Source: an optimization exercise on an open RTL-to-GDS flow (aim: small area and a short achievable clock period). Production flows keep margins and buffers that such runs may drop. RTL that was checked went through simulation tests only; none was proved equivalent to the original. Power is estimated from default activity; no workload was simulated.

## v6
## multiplier_logic
module multiplier_logic (
    input  wire        clk,
    input  wire        rst_n,
    input  wire [15:0] a,
    input  wire [15:0] b,
    output reg  [31:0] y
);
For scale: roughly 1000 cells after synthesis, roughly 270 flip-flops, ~66 I/O pins.
make LEC_CHECK=0 CAP_MARGIN=20 CORE_MARGIN=2 CORE_UTILIZATION=40 CTS_CLUSTER_DIAMETER=60 CTS_CLUSTER_SIZE=50 SETUP_SLACK_MARGIN=2.5 SLEW_MARGIN=20 SYNTH_HIERARCHICAL=1 SYNTH_MINIMUM_KEEP_SIZE=0 finish   # period 4.5 ns
run.sh (not shown) runs the stock make flow with config.mk's settings and CLKGATE_MAP_FILE= SYNTH_SCRIPT=/design/flow/synth_recipe.tcl, a recipe that flattens the netlist after the stock synthesis.
### v6 -> v7
diff --git a/flow/design.v b/flow/design.v
--- a/flow/design.v
+++ b/flow/design.v
@@ -662,31 +662,30 @@
   wire s463 = r3_c392 ^ r3_c394;
   wire c464 = r3_c392 & r3_c394;
   wire s465 = r3_c398 ^ r3_s401;
   wire c466 = r3_c398 & r3_s401;
   wire s467 = r3_c406 ^ r3_c408;
   wire c468 = r3_c406 & r3_c408;
   wire s469 = r3_c416 ^ r3_c418;
   wire c470 = r3_c416 & r3_c418;
   wire s471 = r3_c424 ^ r3_c426;
   wire c472 = r3_c424 & r3_c426;
   wire [31:0] ra = {r3_c444, r3_s443, r3_c440, r3_s439, r3_c436, r3_s435, r3_s431, r3_s427, r3_s425, r3_s421, r3_s417, r3_s411, r3_s407, c464, r3_s397, r3_s393, c460, c458, c456, c454, c452, c450, c448, c446, r3_r2_s213, r3_c366, r3_s365, r3_s361, r3_s357, r3_r2_s199, r3_r2_s195, r3_r2_s193};
   wire [31:0] rb = {r3_r2_s355, 1'b0, r3_s441, 1'b0, r3_s437, 1'b0, c472, s471, c470, s469, c468, s467, c466, s465, s463, c462, s461, s459, s457, s455, s453, s451, s449, s447, s445, r3_s367, 1'b0, 1'b0, 1'b0, 1'b0, 1'b0, 1'b0};
-  wire [20:0] plo = ra[19:0] + rb[19:0];
-  reg [20:0] r4_plo;
-  reg [11:0] r4_ha, r4_hb;
-  always @(posedge clk) begin r4_plo <= plo; r4_ha <= ra[31:20]; r4_hb <= rb[31:20]; end
-  wire [12:0] phs = {r4_ha, r4_plo[20]} + {r4_hb, r4_plo[20]};
-  wire [11:0] phi = phs[12:1];
-  wire [31:0] prod = {phi, r4_plo[19:0]};
+  wire [16:0] plo = ra[15:0] + rb[15:0];
+  reg [16:0] r4_plo;
+  reg [15:0] r4_ha, r4_hb;
+  always @(posedge clk) begin r4_plo <= plo; r4_ha <= ra[31:16]; r4_hb <= rb[31:16]; end
+  wire [15:0] phi = r4_ha + r4_hb + r4_plo[16];
+  wire [31:0] prod = {phi, r4_plo[15:0]};
   always @(posedge clk) begin
     r1_a0 <= a[0];
     r1_a1 <= a[1];
     r1_a2 <= a[2];
     r1_a3 <= a[3];
     r1_a4 <= a[4];
     r1_a5 <= a[5];
     r1_a6 <= a[6];
     r1_a7 <= a[7];
     r1_a8 <= a[8];
     r1_a9 <= a[9];
     r1_a10 <= a[10];
Results
For the routed wire length, v7 came in 190 microns higher than v6 did. Xor and xnor area share after synthesis was higher in v6 than in v7. Filler cell count in the final layout in v7 is 64 higher than in v6. Diff v6 -> v7 | slew of the pin with the lowest slew margin | decrease of 80 ps. Sort v6 and v7 by via count asc -> top: v7. Summary of the comparison: met3 usage in global routing is higher in v7, relative to v6. Flip-flop and latch count in v7 is 4 above v6. A launching instance or port of the critical path of r1_a8$_DFF_P_ is what v7 shows, while r1_a7$_DFF_P_ belongs to v6. The internal power contribution of v7 is lower than that of v6. Number of instances in the synthesized netlist: higher on v6. Comparing v6 and v7, the higher non-clock buffer instance count of the final layout was measured on v6. Diff v6 -> v7: worst setup slack down 36 ps, count of clock-buffer cells in the layout up 4.2%, flop and latch count out of synthesis up 4, part of the cycle the worst path needs up 0.79 points.
Function not checked in v6: the RTL went through the layout flow alone.

--- another note on this design; it stands on its own ---

Setup of build 62:
Design multiplier_logic, start of the top module:
module multiplier_logic (
    input  wire        clk,
    input  wire        rst_n,
    input  wire [15:0] a,
    input  wire [15:0] b,
    output reg  [31:0] y
);
==> flow/config.mk <==
export PLATFORM = sky130hd
export DESIGN_NAME = multiplier_logic
export DESIGN_NICKNAME = multiplier_logic
export VERILOG_FILES = /design/flow/design.v
export SDC_FILE = /design/flow/constraint.sdc
export NUM_CORES = 4
export LEC_CHECK = 0
export CAP_MARGIN = 20
export CORE_MARGIN = 2
export CORE_UTILIZATION = 40
export SETUP_SLACK_MARGIN = 2.6
export SLEW_MARGIN = 20
export SYNTH_HIERARCHICAL = 1
export SYNTH_MINIMUM_KEEP_SIZE = 0
export TNS_END_PERCENT = 5
==> flow/constraint.sdc <==
create_clock -name core_clock -period 4.5 [get_ports {clk}]
set_input_delay 0.9000 -clock core_clock [delete_from_list [all_inputs] [get_ports {clk}]]
set_output_delay 0.9000 -clock core_clock [all_outputs]
set_load 0.01 [all_outputs]
run.sh (not shown) runs the stock make flow with config.mk's settings and CLKGATE_MAP_FILE= SYNTH_SCRIPT=/design/flow/synth_recipe.tcl, a recipe that flattens the netlist after the stock synthesis.
#### Input delta (build 50 over build 62)
Settings: SETUP_SLACK_MARGIN changed from 2.6 to 2.5; TNS_END_PERCENT removed (was 5); CTS_CLUSTER_SIZE newly set to 30; CTS_CLUSTER_DIAMETER newly set to 40.
Notes after the runs:
Build 50: average detailed-routed wire length per instance is 0.35 um lower than what build 62 reported. Diff build 62 -> build 50: number of buffers outside the clock class in the layout down 12; number of nets in the layout saw little to no change; power share of the combinational group has decreased; instance count on the critical path went up by 1; sequential share of layout area fell by 0.44 points. On build 50: met1 routing resource usage after global routing is 1.6 points lower than what build 62 gave. Looking only at worst slack at placement, and setting everything else aside, the lower value of build 62 and build 50 goes to build 50. The power consumption in build 50 sits 8.0% above the value recorded for build 62. For the worst-skew pair later-pin latency, build 50 came in 20 ps lower than build 62 did.
The following lists how build 80 was set up differently from build 50:
Settings: TNS_END_PERCENT newly set to 5; CTS_CLUSTER_DIAMETER removed (was 40); CTS_CLUSTER_SIZE removed (was 30).
Results
Build 80 was carried through to the last stage, and its layout satisfied the timing, DRC and antenna checks. Of build 50 and build 80, the lower final worst setup slack belongs to build 80. Build 80 vs build 50, power share of the combinational group went up by 1.7 points. | register area | build 80 vs build 50 | ≈ equal |. Relative to build 50, number of clock-tree buffers in the layout has gone down in build 80. In the metrics for build 50 and build 80, the one carrying the lower critical path depth is build 80. Worst setup path startpoint: r1_one7 -> build 50, r1_neg6 -> build 80. Looking at worst-path cell with the longest stage delay, the sky130_fd_sc_hd__fa_1 result is from build 50; the sky130_fd_sc_hd__dfxtp_2 one comes from build 80. A end of the critical path of r2_s243 is what build 50 shows, while r2_s273 belongs to build 80. Post-layout total power delta (build 80 − build 50): favourable. Taking build 50 as the reference point, the total length of routed met3 wires of build 80 falls by 11%. When build 80 is measured against build 50, its proportion of cell area occupied by registers turns out 1.9 points higher. Build 50 -> build 80: fmax decreased slightly.
Input-level comparison between build 36 and build 80:
Settings: CTS_CLUSTER_DIAMETER newly set to 50; TNS_END_PERCENT removed (was 5); CTS_CLUSTER_SIZE newly set to 60.
Results
Re share of the clock period used by the worst path after layout: build 36 is 0.43 points down on build 80.
[compare] base=build 80 new=build 36: time the worst path needs with I/O delays and setup down 19 ps, final worst hold slack down 4.0 ps, design area up about 1.1%.
Area growth from synthesis to final layout delta for build 36 relative to build 80: 1.2 points higher
Delta (build 36 minus build 80): post-route clock skew now smaller; setup slack now larger.
The clock latency of the later-clocked register in the worst-skew pair on build 36 is in line with that on build 80.
Between build 80 and build 36, the clock transition time at the flip-flop clock pins of the worst setup and hold paths does not differ in any meaningful way.
Per the comparison of build 36 with build 80, total power rose by 220 uW, fmax rose by about 1%.

-- afterwards: timing with drivers on the ports --
The flow's constraints put no driver on any port. The routed layouts listed below were extracted and timed again, unchanged, in two steps. Step 1 assumes that a clkbuf_16 drives the clock port and a buf_2 every other input. Step 2 also shifts input and output timing later by t, the mid clock arrival at the registers, as if the neighbouring blocks saw the same clock. a / b / c = no drivers / after step 1 / after step 2; a / b = the first two.
| run | t, ns | setup WS [ns] | worst setup path at the end | clock arrival spread, ns |
|---|---|---|---|---|
| v6 | 0.572 | 2.520 / 2.489 / 2.080 | input to register | 0.020 / 0.021 |
| v7 | 0.555 | 2.484 / 2.484 / 2.085 | input to register | 0.014 / 0.014 |
| build 62 | 0.583 | 2.459 / 2.448 / 2.089 | input to register | 0.008 / 0.007 |
| build 50 | 0.554 | 2.498 / 2.498 / 2.093 | input to register | 0.020 / 0.021 |
| build 80 | 0.585 | 2.469 / 2.446 / 1.918 | input to register | 0.024 / 0.024 |
| build 36 | 0.589 | 2.489 / 2.489 / 2.104 | input to register | 0.015 / 0.015 |
After both steps setup and hold are still met in every run listed. For build 80, which loses most, drivers alone change the setup slack by -0.023 ns; drivers and shift together by -0.551 ns.
